Source: an optimization exercise on an open RTL-to-GDS flow (aim: a short achievable clock period and few clock cycles). Production flows keep margins and buffers that such runs may drop. Function was not checked in any run shown here: the RTL went through the layout flow alone. Power figures rest on the tool's default switching activity, not on a simulated workload.

==> flow/design.v <==
module cpu(clock,reset,imem_addr,imem_data,dmem_addr,dmem_we,dmem_wdata,dmem_rdata);
    input clock;
    input reset;
    output [11:0]imem_addr;
    input [15:0]imem_data;
    output [11:0]dmem_addr;
    output dmem_we;
    output [15:0]dmem_wdata;
    input [15:0]dmem_rdata;
    function [7:0] onehot(input [2:0] a);
        onehot = 8'd1 << a;
    endfunction
    reg [15:0] pc;
    reg [15:0] ir;           
    reg        ir_v;
    reg [15:0] di;           
    reg [7:0]  d_s1, d_s2, d_sd;     
    reg [7:0]  d_rd;                 
    reg        d_br, d_ld, d_st, d_shift, d_imm;
    reg        d_bz, d_bg, d_bl;     
    reg        d_bp;                 
    reg        d_dec;                
    reg        d_fdec;               
    reg        d_ae;                 
    reg        d_aw, d_arf;          
    reg [8:0]  d_sel;                
    reg        d_e1, d_e2, d_ed;     
    reg        d_w1, d_w2, d_wd;     
    reg        stall;
    reg        e_v;          
    reg [7:0]  e_rd;         
    reg        e_ld;
    reg        e_st;
    reg [15:0] e_a, e_b;
    reg [15:0] e_sa;         
    reg [3:0]  e_sh;         
    reg [11:0] e_addr;
    reg [15:0] e_sd;
    reg [8:0]  e_sel;
    reg        e_br;         
    reg        e_dec;        
    reg        e_cz, e_cg, e_cl, e_pred;
    reg [15:0] e_alt;        
    reg        w_v;
    reg [7:0]  w_rd;
    reg [15:0] w_val;
    reg [15:0] r1, r2, r3, r4, r5, r6, r7;
    reg [7:1]  rz;           
    assign imem_addr  = pc[12:1];
    assign dmem_addr  = e_addr;
    assign dmem_we    = e_st;
    assign dmem_wdata = e_sd;
    wire [15:0] imm = {{10{di[5]}}, di[5:0]};
    wire        dgo = ir_v & ~stall;        
    wire [15:0] v1_noe, v2_noe, vd_noe;
    wire [11:0] addr, addr_rf, addr_w, addr_e;
    rdu rdu (.s1(d_s1), .s2(d_s2), .sd(d_sd), .w1(d_w1), .w2(d_w2), .wd(d_wd), .w_val(w_val),
             .r1(r1), .r2(r2), .r3(r3), .r4(r4), .r5(r5), .r6(r6), .r7(r7), .imm(imm),
             .v1(v1_noe), .v2(v2_noe), .vd(vd_noe), .addr_rf(addr_rf), .addr_w(addr_w));
    aeu aeu (.a(e_a), .b(e_b), .sub(e_sel[1]), .imm(di[5:0]), .addr(addr_e));
    assign addr = ({12{d_arf}} & addr_rf) | ({12{d_aw}} & addr_w) | ({12{d_ae}} & addr_e);
    wire        rz1 = d_s1[0] | (|(d_s1[7:1] & rz));
    wire [15:0] eval;
    wire [15:0] n_ea, n_eb, n_esa, n_esd;
    wire [3:0]  n_esh;
    exu exu (.e_a(e_a), .e_b(e_b), .e_sa(e_sa), .e_sh(e_sh), .e_sel(e_sel), .e_ld(e_ld),
             .rdata(dmem_rdata), .v1(v1_noe), .v2(v2_noe), .vd(vd_noe), .imm(imm),
             .f1(d_e1), .f2(d_e2), .fd(d_ed), .use_imm(d_imm), .shift(d_shift),
             .eval(eval), .n_a(n_ea), .n_b(n_eb), .n_sa(n_esa), .n_sh(n_esh), .n_sd(n_esd));
    wire ez   = (e_a == 16'd0);
    wire es   = e_a[15];
    wire eact = (e_cz & ez) | (e_cg & ~es & ~ez) | (e_cl & (es | ez));
    wire miss = e_br & (eact ^ e_pred);
    wire zdec  = (e_a == 16'd1);
    wire sdec  = (e_a == 16'd0) | (e_a[15] & (e_a[14:0] != 15'd0));
    wire zero1 = d_fdec ? zdec : d_w1 ? (w_val == 16'd0) : rz1;
    wire sign1 = d_fdec ? sdec : v1_noe[15];
    wire pred  = imm[15];                           
    wire go_br = ir_v & ((d_bz & zero1) | (d_bg & ~sign1 & ~zero1) |
                         (d_bl & (sign1 | zero1)) | d_bp);
    wire [15:0] pc_seq, pc_br;
    ks16 add_seq (.a(pc), .b(16'd2), .ci(1'b0), .s(pc_seq));
    ks16 add_br  (.a(pc), .b(imm),   .ci(1'b0), .s(pc_br));
    wire [15:0] nx   = stall ? ir : imem_data;
    wire [3:0] n_op  = nx[15:12];
    wire [7:0] n_s1  = onehot(nx[8:6]);
    wire [7:0] n_s2  = onehot(nx[5:3]);
    wire [7:0] n_sd  = onehot(nx[11:9]);
    wire       n_wen = ~n_op[3] | (n_op == 4'd8) | (n_op == 4'd9) | (n_op == 4'd10);
    wire       n_mem = (n_op == 4'd10) | (n_op == 4'd11);
    wire [8:0] n_sel;
    assign n_sel[0] = (n_op == 4'd1) | (n_op == 4'd9);
    assign n_sel[1] = (n_op == 4'd2);
    assign n_sel[2] = (n_op == 4'd3);
    assign n_sel[3] = (n_op == 4'd4);
    assign n_sel[4] = (n_op == 4'd5);
    assign n_sel[5] = (n_op == 4'd6);
    assign n_sel[6] = (n_op == 4'd7);
    assign n_sel[7] = (n_op == 4'd8);
    assign n_sel[8] = (n_op == 4'd0);
    wire [7:0] d_rdgo = d_rd & {8{ir_v}};
    wire       n_e1   = |(n_s1 & d_rdgo);
    wire       n_res  = ~n_e1 | (~stall & d_dec);
    always @(posedge clock) begin
        if (reset) begin
            pc    <= 16'd0;
            ir_v  <= 1'b0;
            stall <= 1'b0;
        end else if (miss) begin
            pc    <= e_alt;
            ir_v  <= 1'b0;
            stall <= 1'b0;
        end else if (!stall) begin
            pc    <= go_br ? pc_br : pc_seq;
            ir_v  <= 1'b1;
            stall <= n_e1 & n_mem & ~d_sel[0] & ~d_sel[1];
        end else begin
            stall <= 1'b0;
        end
        if (!stall) ir <= imem_data;
        di      <= nx;
        d_s1    <= n_s1;
        d_s2    <= n_s2;
        d_sd    <= n_sd;
        d_rd    <= n_sd & {{7{n_wen}}, 1'b0};
        d_br    <= n_op[3] & n_op[2];
        d_bz    <= n_op[3] & n_op[2] & n_res & (nx[10:9] == 2'b00);
        d_bg    <= n_op[3] & n_op[2] & n_res & (nx[10:9] == 2'b01);
        d_bl    <= n_op[3] & n_op[2] & n_res & (nx[10:9] == 2'b10);
        d_bp    <= n_op[3] & n_op[2] & ~n_res & nx[5];
        d_dec   <= (n_op == 4'd9) & (nx[5:0] == 6'h3f);
        d_fdec  <= ~stall & n_e1 & d_dec;
        d_ae    <= ~stall & n_e1;
        d_aw    <= ~(~stall & n_e1) & e_v & (|(n_s1 & e_rd));
        d_arf   <= ~(~stall & n_e1) & ~(e_v & (|(n_s1 & e_rd)));
        d_ld    <= (n_op == 4'd10);
        d_st    <= (n_op == 4'd11);
        d_shift <= n_sel[5] | n_sel[6] | n_sel[7];
        d_imm   <= (n_op == 4'd9);
        d_sel   <= n_sel;
        if (!stall) begin
            d_e1    <= n_e1;
            d_e2    <= |(n_s2 & d_rdgo);
            d_ed    <= |(n_sd & d_rdgo);
            d_w1    <= e_v & (|(n_s1 & e_rd));
            d_w2    <= e_v & (|(n_s2 & e_rd));
            d_wd    <= e_v & (|(n_sd & e_rd));
        end else begin
            d_e1    <= 1'b0;
            d_e2    <= 1'b0;
            d_ed    <= 1'b0;
            d_w1    <= e_v & (|(n_s1 & e_rd));
            d_w2    <= e_v & (|(n_s2 & e_rd));
            d_wd    <= e_v & (|(n_sd & e_rd));
        end
    end
    always @(posedge clock) begin
        if (reset) begin
            e_v  <= 1'b0;
            e_ld <= 1'b0;
            e_st <= 1'b0;
            e_br <= 1'b0;
        end else begin
            e_v  <= dgo & (|d_rd);
            e_ld <= dgo & d_ld;
            e_st <= dgo & d_st;
            e_br <= dgo & d_br & d_e1 & ~d_fdec;
        end
        e_rd   <= d_rd;
        e_sel  <= d_sel;
        e_a    <= n_ea;
        e_b    <= n_eb;
        e_sa   <= n_esa;
        e_sh   <= n_esh;
        e_sd   <= n_esd;
        e_addr <= addr;
        e_cz   <= (di[10:9] == 2'b00);
        e_cg   <= (di[10:9] == 2'b01);
        e_cl   <= (di[10:9] == 2'b10);
        e_pred <= pred;
        e_alt  <= pred ? pc_seq : pc_br;
    end
    always @(posedge clock) begin
        if (reset) begin
            w_v <= 1'b0;
        end else begin
            w_v <= e_v;
        end
        w_rd  <= e_rd;
        w_val <= eval;
    end
    wire w_zero = (w_val == 16'd0);
    always @(posedge clock) begin
        if (w_v & w_rd[1]) begin r1 <= w_val; rz[1] <= w_zero; end
        if (w_v & w_rd[2]) begin r2 <= w_val; rz[2] <= w_zero; end
        if (w_v & w_rd[3]) begin r3 <= w_val; rz[3] <= w_zero; end
        if (w_v & w_rd[4]) begin r4 <= w_val; rz[4] <= w_zero; end
        if (w_v & w_rd[5]) begin r5 <= w_val; rz[5] <= w_zero; end
        if (w_v & w_rd[6]) begin r6 <= w_val; rz[6] <= w_zero; end
        if (w_v & w_rd[7]) begin r7 <= w_val; rz[7] <= w_zero; end
    end
endmodule
module exu(e_a, e_b, e_sa, e_sh, e_sel, e_ld, rdata, v1, v2, vd, imm, f1, f2, fd, use_imm,
           shift, eval, n_a, n_b, n_sa, n_sh, n_sd);
    input [15:0] e_a, e_b, e_sa;
    input [3:0]  e_sh;
    input [8:0]  e_sel;
    input        e_ld;
    input [15:0] rdata, v1, v2, vd, imm;
    input        f1, f2, fd, use_imm, shift;
    output [15:0] eval, n_a, n_b, n_sa, n_sd;
    output [3:0]  n_sh;
    function [15:0] ksadd(input [15:0] a, input [15:0] b, input ci);
        reg [15:0] g, p, g1, p1, g2, p2, g3, p3, g4;
        integer i;
        begin
            g = a & b;
            p = a ^ b;
            g[0] = g[0] | (p[0] & ci);
            for (i = 0; i < 16; i = i + 1) begin
                g1[i] = (i >= 1) ? (g[i]  | (p[i]  & g[i-1]))  : g[i];
                p1[i] = (i >= 1) ? (p[i]  & p[i-1])            : p[i];
            end
            for (i = 0; i < 16; i = i + 1) begin
                g2[i] = (i >= 2) ? (g1[i] | (p1[i] & g1[i-2])) : g1[i];
                p2[i] = (i >= 2) ? (p1[i] & p1[i-2])           : p1[i];
            end
            for (i = 0; i < 16; i = i + 1) begin
                g3[i] = (i >= 4) ? (g2[i] | (p2[i] & g2[i-4])) : g2[i];
                p3[i] = (i >= 4) ? (p2[i] & p2[i-4])           : p2[i];
            end
            for (i = 0; i < 16; i = i + 1)
                g4[i] = (i >= 8) ? (g3[i] | (p3[i] & g3[i-8])) : g3[i];
            ksadd = (a ^ b) ^ {g4[14:0], ci};
        end
    endfunction
    wire [15:0] sum  = ksadd(e_a, e_b, 1'b0);
    wire [15:0] diff = ksadd(e_a, ~e_b, 1'b1);
    wire [15:0] shl  = e_sa << e_sh;
    wire [15:0] shr  = e_sa >> e_sh;
    wire [15:0] sra1 = ~(16'hffff >> e_sh) | shr;
    wire [15:0] res =
        ({16{e_sel[0]}} & sum)  | ({16{e_sel[1]}} & diff) |
        ({16{e_sel[2]}} & (e_a & e_b)) | ({16{e_sel[3]}} & (e_a | e_b)) |
        ({16{e_sel[4]}} & ~e_a) | ({16{e_sel[5]}} & shl) |
        ({16{e_sel[6]}} & sra1) | ({16{e_sel[7]}} & shr);
    assign eval = e_ld ? rdata : res;
    assign n_a  = f1 ? eval : v1;
    assign n_b  = use_imm ? imm : (f2 ? eval : v2);
    assign n_sa = shift ? (f1 ? eval : v1) : 16'd0;
    assign n_sh = shift ? (f2 ? eval[3:0] : v2[3:0]) : 4'd0;
    assign n_sd = fd ? eval : vd;
endmodule
module rdu(s1, s2, sd, w1, w2, wd, w_val, r1, r2, r3, r4, r5, r6, r7, imm, v1, v2, vd,
           addr_rf, addr_w);
    input [7:0]  s1, s2, sd;
    input        w1, w2, wd;
    input [15:0] w_val, r1, r2, r3, r4, r5, r6, r7, imm;
    output [15:0] v1, v2, vd;
    output [11:0] addr_rf, addr_w;
    function [15:0] rfsel(input [7:0] s, input [15:0] x1, input [15:0] x2, input [15:0] x3,
                          input [15:0] x4, input [15:0] x5, input [15:0] x6, input [15:0] x7);
        rfsel = ({16{s[1]}} & x1) | ({16{s[2]}} & x2) | ({16{s[3]}} & x3) |
                ({16{s[4]}} & x4) | ({16{s[5]}} & x5) | ({16{s[6]}} & x6) |
                ({16{s[7]}} & x7);
    endfunction
    assign v1 = w1 ? w_val : rfsel(s1, r1, r2, r3, r4, r5, r6, r7);
    assign v2 = w2 ? w_val : rfsel(s2, r1, r2, r3, r4, r5, r6, r7);
    assign vd = wd ? w_val : rfsel(sd, r1, r2, r3, r4, r5, r6, r7);
    wire [15:0] a_rf, a_w;
    ks16 add_rf (.a(rfsel(s1, r1, r2, r3, r4, r5, r6, r7)), .b(imm), .ci(1'b0), .s(a_rf));
    ks16 add_w  (.a(w_val), .b(imm), .ci(1'b0), .s(a_w));
    assign addr_rf = a_rf[11:0];
    assign addr_w  = a_w[11:0];
endmodule
module aeu(a, b, sub, imm, addr);
    input [15:0] a, b;
    input        sub;
    input [5:0]  imm;
    output [11:0] addr;
    wire [11:0] x = a[11:0];
    wire [11:0] y = b[11:0] ^ {12{sub}};
    wire [11:0] z = {{6{imm[5]}}, imm};
    wire [11:0] s = x ^ y ^ z;
    wire [11:0] c = (x & y) | (x & z) | (y & z);
    wire [11:0] p = {s[11:1] ^ c[10:0], s[0]};
    reg  [11:0] g0, p0, g1, p1, g2, p2, g3, g4;
    integer i;
    always @(*) begin
        for (i = 0; i < 12; i = i + 1) begin
            g0[i] = (i == 0) ? (s[0] & sub) : (s[i] & c[i-1]);
            p0[i] = p[i];
        end
        for (i = 0; i < 12; i = i + 1) begin
            g1[i] = (i >= 1) ? (g0[i] | (p0[i] & g0[i-1])) : g0[i];
            p1[i] = (i >= 1) ? (p0[i] & p0[i-1]) : p0[i];
        end
        for (i = 0; i < 12; i = i + 1) begin
            g2[i] = (i >= 2) ? (g1[i] | (p1[i] & g1[i-2])) : g1[i];
            p2[i] = (i >= 2) ? (p1[i] & p1[i-2]) : p1[i];
        end
        for (i = 0; i < 12; i = i + 1)
            g3[i] = (i >= 4) ? (g2[i] | (p2[i] & g2[i-4])) : g2[i];
        for (i = 0; i < 12; i = i + 1)
            g4[i] = (i >= 8) ? (g3[i] | ((p2[i] & p2[i-4]) & g3[i-8])) : g3[i];
    end
    assign addr = (p ^ {g4[10:0], 1'b0}) ^ {11'd0, sub};
endmodule
module ks16(a, b, ci, s);
    input [15:0] a, b;
    input ci;
    output [15:0] s;
    function [15:0] ksadd(input [15:0] a, input [15:0] b, input ci);
        reg [15:0] g, p, g1, p1, g2, p2, g3, p3, g4;
        integer i;
        begin
            g = a & b;
            p = a ^ b;
            g[0] = g[0] | (p[0] & ci);
            for (i = 0; i < 16; i = i + 1) begin
                g1[i] = (i >= 1) ? (g[i]  | (p[i]  & g[i-1]))  : g[i];
                p1[i] = (i >= 1) ? (p[i]  & p[i-1])            : p[i];
            end
            for (i = 0; i < 16; i = i + 1) begin
                g2[i] = (i >= 2) ? (g1[i] | (p1[i] & g1[i-2])) : g1[i];
                p2[i] = (i >= 2) ? (p1[i] & p1[i-2])           : p1[i];
            end
            for (i = 0; i < 16; i = i + 1) begin
                g3[i] = (i >= 4) ? (g2[i] | (p2[i] & g2[i-4])) : g2[i];
                p3[i] = (i >= 4) ? (p2[i] & p2[i-4])           : p2[i];
            end
            for (i = 0; i < 16; i = i + 1)
                g4[i] = (i >= 8) ? (g3[i] | (p3[i] & g3[i-8])) : g3[i];
            ksadd = (a ^ b) ^ {g4[14:0], ci};
        end
    endfunction
    assign s = ksadd(a, b, ci);
endmodule
==> flow/flow/run.sh <==
#!/bin/bash
# The standard layout (standard.sh), with these changes to how it is made:
#  - ORFS's full/half-adder extraction is off, so ABC maps the adders itself;
#  - ABC does not use a few weak cells (flow/my_synth.tcl);
set -o pipefail
export FLOW_SYNTH_TCL=$PWD/synth_recipe.tcl
bash standard.sh ADDER_MAP_FILE= SETUP_SLACK_MARGIN=6 SYNTH_SCRIPT=$PWD/flow/my_synth.tcl finish > standard.log 2>&1
==> flow/flow/my_synth.tcl <==
# The standard flow's synthesis script (synth_recipe.tcl), with ABC told not to use some
# slow or weak cells: a222oi_1 (made in one size only), the _0 drive-strength
# cells, mux4, or4, a221o and a211o. Flip-flops are mapped before ABC runs, so
# the registers are the same.
proc abc {args} {
  foreach c {sky130_fd_sc_hd__a222oi_1 sky130_fd_sc_hd__*_0 sky130_fd_sc_hd__mux4*
             sky130_fd_sc_hd__or4* sky130_fd_sc_hd__a221o* sky130_fd_sc_hd__a211o_*} {
    lappend args -dont_use $c
  }
  yosys abc {*}$args
}
source $::env(FLOW_SYNTH_TCL)
==> flow/standard.sh <==
#!/bin/bash
# synth_recipe.tcl (not shown) runs the flow's synth.tcl, then flattens the netlist and writes it again
# the make line also repeats each setting of config.mk as NAME=value (left out here)
make -C /OpenROAD-flow-scripts/flow DESIGN_CONFIG=/design/flow/config.mk WORK_HOME=/design/flow/orfs CLKGATE_MAP_FILE= SYNTH_SCRIPT=/design/flow/synth_recipe.tcl "${@:-finish}"
==> flow/config.mk <==
export PLATFORM = sky130hd
export DESIGN_NAME = cpu
export DESIGN_NICKNAME = cpu
export VERILOG_FILES = /design/flow/design.v
export SDC_FILE = /design/flow/constraint.sdc
export NUM_CORES = 4
export LEC_CHECK = 0
export CAP_MARGIN = 20
export CORE_MARGIN = 2
export CORE_UTILIZATION = 50
export PLACE_DENSITY = 0.7
export SETUP_SLACK_MARGIN = 5
export SLEW_MARGIN = 20
export SYNTH_HIERARCHICAL = 1
==> flow/constraint.sdc <==
create_clock -name core_clock -period 8.0 [get_ports {clock}]
set_input_delay 1.6000 -clock core_clock [delete_from_list [all_inputs] [get_ports {clock}]]
set_output_delay 1.6000 -clock core_clock [all_outputs]
set_load 0.01 [all_outputs]
==> impl_metrics.tcl, run 1 <==
set metrics [dict create \
    critPathMostFrequentCell "maj3_2" \
    ctsHoldBuffers 0 \
    root_buffer "clkbuf_16" \
    grt_pass1_wl_um 125600 \
    hold_slack_ns 0.3265 \
    drt_iter0_markers 2854 \
    hp-class "reg -> reg" \
    finalSetupViolCount 0 \
    cts_tree "done" \
    total_power_uw 6808 \
    tightest_slew_ns 1.155 \
    crit_chain "a22oi_1 > nand4_1 > buf_6 > maj3_2 > maj3_2 > nand2_1 > o21ai_2 > maj3_2 > xnor2_1 > a22oi_2 > nand2_1" \
    yosys_warnings 11 \
    syn_to_final_growth_pct 38.55 \
    syn-cell-area_um2 22230 \
    fp.dieH_um 214.8 \
    netlist_instances 2417 \
    critPathArrivalTime_ns 3.28 \
    fin_setup_tns_ns 0 \
    grt_usage_pct 35.13 \
    clock_path_buffers 3 \
    peakVddDrop_uv 224.0 \
    drtPass1Iterations 6 \
    dpl.hpwl_um 50130 \
    pin_count 75 \
    wl_um 86810 \
    vias_per_cell 6.578 \
    rows 77 \
    crit_type "reg -> reg" \
    slowest_delay_ns 0.45 \
    htreeDepth 2 \
    drc_errors 0 \
    r2r_start "d_s1[1]" \
    antenna_cells 0 \
    clkTransAtPathRegs_ns 0.06 \
    whs_endpoint "e_sel[4]" \
    fillers 3098 \
    numCtsBuffers 38 \
    holdPathStages 0 \
    rrSetupSlack_ns 5.15 \
    drv_slew 0 \
    rsz0062_at_grt "yes" \
    post-route-period-util_pct 35.64 \
    period_minus_slack_ns 2.851 \
    p_leak_uw 0.01135 \
    reg2reg_to "e_addr[5]" \
    syn_avg_cell_area_um2 9.196 \
    fin_skew_ns 0.01797 \
    cts.sinks 347 \
    vias 21956 \
    drive_gt1_share_pct 41.30 \
    core-area_um2 44030 \
    clk_latency_ns 0.57 \
    fmax_ghz 0.3507 \
    hp-start "d_sel[4]" \
    grt_pass1_vias 20980 \
    finalHoldViolations 0 \
    die_area_um2 46160 \
    power_density_nw_per_um2 221.1 \
    crit_fanout 17 \
    die_w_um 214.8 \
    ff2ff_path_depth 11 \
    outcome "finished clean" \
    start_util_pct 50.48 \
    worstPathRequired_ns 8.43 \
    grt_antenna_before_repair 1 \
    slew_headroom_pct 22.99 \
    wl_per_cell_um 26.01 \
    slowest_stage "dfxtp_4" \
    finalNetCount 2750 \
    start_kind "flip-flop" \
    port_buffers 74 \
    place_congestion 0.9844 \
    ant_nets 0 \
    grt_max_degree 39 \
    end_kind "flip-flop" \
    grt-ovfl-total 0 \
    drv_cap 0 \
]
==> how the worst max path moves through the flow <==
stage,depth (start not counted),start,slack (ns),endpoint
final,11,d_s1[1],5.15,e_addr[5]
after global placement,10,di[5],4.40,pc[12]
after floorplan,8,imem_data[6],5.24,d_bz
after global routing,12,d_s1[4],5.11,e_addr[5]
after detailed placement,10,di[5],4.34,pc[12]
after CTS,12,d_s1[2],5.29,e_addr[8]
==> metrics by stage <==
stage                     cell area, um2  setup WS (ns)  utilization, %  std cells
after floorplan                    23370          5.241               -       2467
after global placement             23710          4.399           53.84       2954
after detailed placement           23710          4.335           53.84       2954
after CTS                          29320          5.288           66.60       3279
after global routing               30800          5.111           69.95       3338
final                              30800          5.149           69.95       3338
==> timing repair <==
item,in CTS,in global routing
buffers inserted,238,58
endpoints found under the hold margin,0,0
gates cloned,17,1
pin swaps,144,129
resized for setup,676,210
endpoints found under the setup margin,233,199
==> area by class of cell <==
cell class	instances	area, um2	area share, %
Sequential cell	347	8363	27.16
Clock inverter	17	136.4	0.4429
Clock buffer	53	1099	3.567
Tap cell	592	740.7	2.405
Timing Repair Buffer	407	4274	13.88
Timing Repair inverter	1	7.507	0.02438
Multi-Input combinational cell	1842	15800	51.32
Inverter	79	371.6	1.207
==> worst max-delay path: cells and delay by family, from the launching register on <==
kind	cells	cell delay, ns
AOI/OAI and AO/OA	3	0.54
DFF	1	0.45
xor gates and xnor gates	1	0.18
and+or+nand+nor	3	0.37
adders and majority gates	3	0.99
buffers and inverters	1	0.16
==> registers in the layout, indices dropped and copies added (netlist names), 8 cells and up <==
name / count
r1: 16
w_val: 16
e_alt: 13
r2: 16
e_addr: 12
di: 16
e_a: 16
r4: 16
e_b: 16
e_sel: 8
pc: 13
r6: 16
r7: 16
e_sd: 16
r5: 16
r3: 16
d_sel: 8
e_sa: 16
d_s1: 8
==> where the power goes <==
part           internal, uW  leakage [uW]  switching [uW]  total (uW)
sequential             2040       0.00302             306        2340
combinational          1280       0.00770            1440        2720
clock                  1000      0.000623             746        1750
==> cell usage in the layout (no fill, tap or decap), types with 24 or more instances in the layout <==
cell type  count
a21oi_1       87
a22oi_1      144
a22oi_2       36
a31oi_1       31
and2_1        32
buf_12        33
buf_4        211
buf_6        101
clkbuf_16     40
conb_1        53
dfxtp_1      148
dfxtp_2       30
dfxtp_4       50
edfxtp_1     119
inv_1         51
maj3_2        29
mux2_2        64
mux2_4        26
mux2i_1       65
mux2i_4       41
nand2_1      195
nand3_1       25
nand4_1       58
nor2_1       119
nor3_1        24
o211ai_1      27
o21ai_1       69
xnor2_1      101
xnor2_2       27
xor2_1        31
==> per-layer routing <==
layer	global-route usage, %	vias to the layer above	wire [um]	part of all wire (%)
met3	6.822	348	9785	11
met4	17.66	0	4932	5.7
met5	0	-	0	0
li1	-	9449	-	-
met2	55.63	1615	39400	45
met1	45.86	10544	32690	38
==> run 2: changes to the inputs <==
--- a/flow/design.v
+++ b/flow/design.v
@@ -55,8 +55,8 @@
     wire [15:0] v1_noe, v2_noe, vd_noe;
-    wire [11:0] addr, addr_rf, addr_w, addr_e;
+    wire [11:0] addr, addr_e;
     rdu rdu (.s1(d_s1), .s2(d_s2), .sd(d_sd), .w1(d_w1), .w2(d_w2), .wd(d_wd), .w_val(w_val),
              .r1(r1), .r2(r2), .r3(r3), .r4(r4), .r5(r5), .r6(r6), .r7(r7), .imm(imm),
-             .v1(v1_noe), .v2(v2_noe), .vd(vd_noe), .addr_rf(addr_rf), .addr_w(addr_w));
+             .v1(v1_noe), .v2(v2_noe), .vd(vd_noe), .addr_e(addr_e), .sel_rf(d_arf),
+             .sel_w(d_aw), .addr(addr));
     aeu aeu (.a(e_a), .b(e_b), .sub(e_sel[1]), .imm(di[5:0]), .addr(addr_e));
-    assign addr = ({12{d_arf}} & addr_rf) | ({12{d_aw}} & addr_w) | ({12{d_ae}} & addr_e);
     wire        rz1 = d_s1[0] | (|(d_s1[7:1] & rz));
@@ -254,3 +254,3 @@
 module rdu(s1, s2, sd, w1, w2, wd, w_val, r1, r2, r3, r4, r5, r6, r7, imm, v1, v2, vd,
-           addr_rf, addr_w);
+           addr_e, sel_rf, sel_w, addr);
     input [7:0]  s1, s2, sd;
@@ -259,3 +259,5 @@
     output [15:0] v1, v2, vd;
-    output [11:0] addr_rf, addr_w;
+    input [11:0] addr_e;         
+    input        sel_rf, sel_w;   
+    output [11:0] addr;
     function [15:0] rfsel(input [7:0] s, input [15:0] x1, input [15:0] x2, input [15:0] x3,
@@ -269,7 +271,7 @@
     assign vd = wd ? w_val : rfsel(sd, r1, r2, r3, r4, r5, r6, r7);
-    wire [15:0] a_rf, a_w;
-    ks16 add_rf (.a(rfsel(s1, r1, r2, r3, r4, r5, r6, r7)), .b(imm), .ci(1'b0), .s(a_rf));
-    ks16 add_w  (.a(w_val), .b(imm), .ci(1'b0), .s(a_w));
-    assign addr_rf = a_rf[11:0];
-    assign addr_w  = a_w[11:0];
+    wire [11:0] a_rf, a_w;
+    wire [15:0] rf1 = rfsel(s1, r1, r2, r3, r4, r5, r6, r7);
+    ks12 add_rf (.a(rf1[11:0]), .b(imm[11:0]), .s(a_rf));
+    ks12 add_w  (.a(w_val[11:0]), .b(imm[11:0]), .s(a_w));
+    assign addr = sel_rf ? a_rf : (sel_w ? a_w : addr_e);
 endmodule
@@ -308,2 +310,27 @@
 endmodule
+module ks12(a, b, s);
+    input [11:0] a, b;
+    output [11:0] s;
+    reg [11:0] g, p, g1, p1, g2, p2, g3, p3, g4;
+    integer i;
+    always @(*) begin
+        g = a & b;
+        p = a ^ b;
+        for (i = 0; i < 12; i = i + 1) begin
+            g1[i] = (i >= 1) ? (g[i]  | (p[i]  & g[i-1]))  : g[i];
+            p1[i] = (i >= 1) ? (p[i]  & p[i-1])            : p[i];
+        end
+        for (i = 0; i < 12; i = i + 1) begin
+            g2[i] = (i >= 2) ? (g1[i] | (p1[i] & g1[i-2])) : g1[i];
+            p2[i] = (i >= 2) ? (p1[i] & p1[i-2])           : p1[i];
+        end
+        for (i = 0; i < 12; i = i + 1) begin
+            g3[i] = (i >= 4) ? (g2[i] | (p2[i] & g2[i-4])) : g2[i];
+            p3[i] = (i >= 4) ? (p2[i] & p2[i-4])           : p2[i];
+        end
+        for (i = 0; i < 12; i = i + 1)
+            g4[i] = (i >= 8) ? (g3[i] | (p3[i] & g3[i-8])) : g3[i];
+    end
+    assign s = (a ^ b) ^ {g4[10:0], 1'b0};
+endmodule
 module ks16(a, b, ci, s);
==> run 2 against run 1 <==
- setup slack improved by 0.12 ns
- synthesized area grew 0.49%
- clock skew grew 0.012 ns
- global-route usage grew 0.13 points
- final area up 2.0%
- clock power up 5%
- hold slack lost 0.00086 ns
- wire length grew 5.3%
- critical path depth shrank 2
- first-iteration DRC count grew 16%
- critical endpoint is now pc[7]
- largest cell class unchanged
==> impl_metrics.tcl, run 2 <==
set metrics [dict create \
    outcome "finished clean" \
    rsz0062_at_grt "yes" \
    multiInputGateArea_um2 16190 \
    period_minus_slack_ns 2.728 \
    syn-cell-area_um2 22340 \
    clkPwrFrac_pct 25.9 \
    die_w_um 215.4 \
    fin_skew_ns 0.02998 \
    drv_cap 0 \
    fin_setup_tns_ns 0 \
    drv_slew 0 \
    ff2ff_path_depth 9 \
    yosys_warnings 12 \
    dp_cells 2970 \
    numCtsBuffers 39 \
    reg2reg_to "pc[7]" \
    fillers 2897 \
    ctsHoldBuffers 0 \
    start_util_pct 50.62 \
    wl_per_cell_um 26.95 \
    root_buffer "clkbuf_16" \
    finalSetupViolCount 0 \
    finalHoldViolations 0 \
    p_leak_uw 0.01146 \
    rrSetupSlack_ns 5.27 \
    netlist_instances 2448 \
    regArea_um2 8357 \
    finalNetCount 2804 \
    clk_latency_ns 0.59 \
    vias_per_cell 6.836 \
    slew_headroom_pct 17.06 \
    crit_start "e_a[6]" \
    grt_usage_pct 35.26 \
    wl_um 91440 \
    die_area_um2 46380 \
    cts.sinks 346 \
    syn_avg_cell_area_um2 9.124 \
    grt_pass1_vias 21528 \
    critPathArrivalTime_ns 3.15 \
    fmax_ghz 0.3665 \
    tightest_slew_ns 1.244 \
    place_congestion 0.9676 \
    pwr-share-comb_pct 41.1 \
    cts_tree "done" \
    start_kind "flip-flop" \
    end_kind "flip-flop" \
    critical_path.endpoint "pc[7]" \
    r2r_start "e_a[6]" \
    final_cells 3393 \
    port_buffers 74 \
    drt_iter0_markers 3307 \
    final_common_cell "buf_4" \
    clock_path_buffers 3 \
    core-area_um2 44120 \
    fp.dieH_um 215.4 \
    power_density_nw_per_um2 225.3 \
    seqPwrFrac_pct 33.0 \
    grt-ovfl-total 0 \
    drc_errors 0 \
    peakVddDrop_uv 224.0 \
    grt_max_degree 45 \
    dpl.hpwl_um 49120 \
    htreeDepth 2 \
    post-route-period-util_pct 34.10 \
    drive_gt1_share_pct 42.32 \
    post-place-ws_ns 3.878 \
    grt_pass1_wl_um 126900 \
    crit_fanout 7 \
    crit_type "reg -> reg" \
    worstPathRequired_ns 8.42 \
    hp-class "reg -> reg" \
    most-common-layout-cells "buf_4 (234), nand2_1 (195), a22oi_1 (152)" \
    p_sw_uw 2647 \
    switching_share_pct 37.41 \
    hold_slack_ns 0.3256 \
    vias 23196 \
    syn_to_final_growth_pct 40.63 \
    rows 77 \
    layout_setup_ws_ns 5.272 \
    drtPass1Iterations 8 \
    ant_nets 0 \
    clkTransAtPathRegs_ns 0.07 \
    grt_antenna_before_repair 1 \
    intPower_uw 4429 \
    pin_count 75 \
]
run 2: power groups by stage:
stage	logic (uW)	clock network, uW	registers (uW)
after floorplan	1600	0	2230
after global placement	1800	0	2430
after detailed placement	1850	0	2440
after CTS	2490	1810	2310
after global routing	3030	1900	2340
final	2910	1830	2340
run 2: repair_timing:
item                       4_1_cts  5_1_grt
setup buffers                  249       86
resized for setup              753      228
pin swaps                      184      115
setup endpoints to repair      230      194
gates cloned                    15        1
run 2: final cells by class:
cell class | count | share of cell area, %
diodes | 1 | 0.007966
clock buffers | 53 | 3.501
clock inverters | 18 | 0.5855
inverters | 73 | 1.143
multi-input cells | 1872 | 51.55
flip-flops and latches | 346 | 26.60
well taps | 592 | 2.358
repair buffers | 437 | 14.22
repair inverters | 1 | 0.02390
run 2: layer usage:
| metal | track usage, % | routed length (um) | vias up |
|---|---|---|---|
| met4 | 18.64 | 6125 | 0 |
| li1 | - | - | 9709 |
| met3 | 8.252 | 11290 | 481 |
| met5 | 0 | 0 | - |
| met2 | 55.30 | 41070 | 1909 |
| met1 | 45.22 | 32960 | 11097 |
run 2: how the worst min path moves through the flow:
stage / from / to / slack, ns / cells after the start
2_1_floorplan: d_sel[2] / e_sel[2] / 0.31 / 0
5_1_grt: d_sel[5] / e_sel[5] / 0.34 / 0
6_report: d_sel[5] / e_sel[5] / 0.33 / 0
4_1_cts: d_sel[5] / e_sel[5] / 0.32 / 0
3_5_place_dp: d_sel[5] / e_sel[5] / 0.31 / 0
3_3_place_gp: d_sel[4] / e_sel[4] / 0.31 / 0
run 2: critical path: stages (launching register included):
cell	delay [ns]
dfxtp_4	0.39
nor4_4	0.33
nand4_1	0.16
buf_6	0.18
buf_4	0.14
nor3_1	0.22
a21o_1	0.25
mux2i_4	0.43
o21a_4	0.26
o221ai_1	0.18
run 2: through the flow:
stage / utilization [%] / power, uW / instance area (um2)
2_1_floorplan: - / 3829 / 23310
5_1_grt: 71.19 / 7276 / 31410
3_5_place_dp: 53.39 / 4291 / 23560
3_3_place_gp: 53.39 / 4234 / 23560
6_report: 71.19 / 7076 / 31410
4_1_cts: 66.94 / 6613 / 29540

==> re-timing with driven ports <==
The results above use ideal ports. As a check the final layouts listed here were re-extracted and re-timed, cells and wires unchanged.
Step 1: set_driving_cell puts a clkbuf_16 on clock and a buf_2 on each other input, an assumption about the parent block.
Step 2 moves the port delays by t, midway between the first and last clock arrival at a register: inputs arrive t later, outputs are due t later. That takes back most of the time a late clock gives input paths.
Slacks: ideal ports / drivers / drivers and shift; pairs: ideal ports / drivers.
run | t, ns | slack for setup (ns) | worst setup path at the end
run 1 | 0.616 | 5.149 / 5.149 / 4.825 | input to register
run 2 | 0.635 | 5.272 / 5.254 / 4.727 | input to register
After both steps every run listed still meets setup and hold. The setup slack of run 2, which loses most, moves by -0.018 ns with the drivers and by -0.545 ns with both steps.
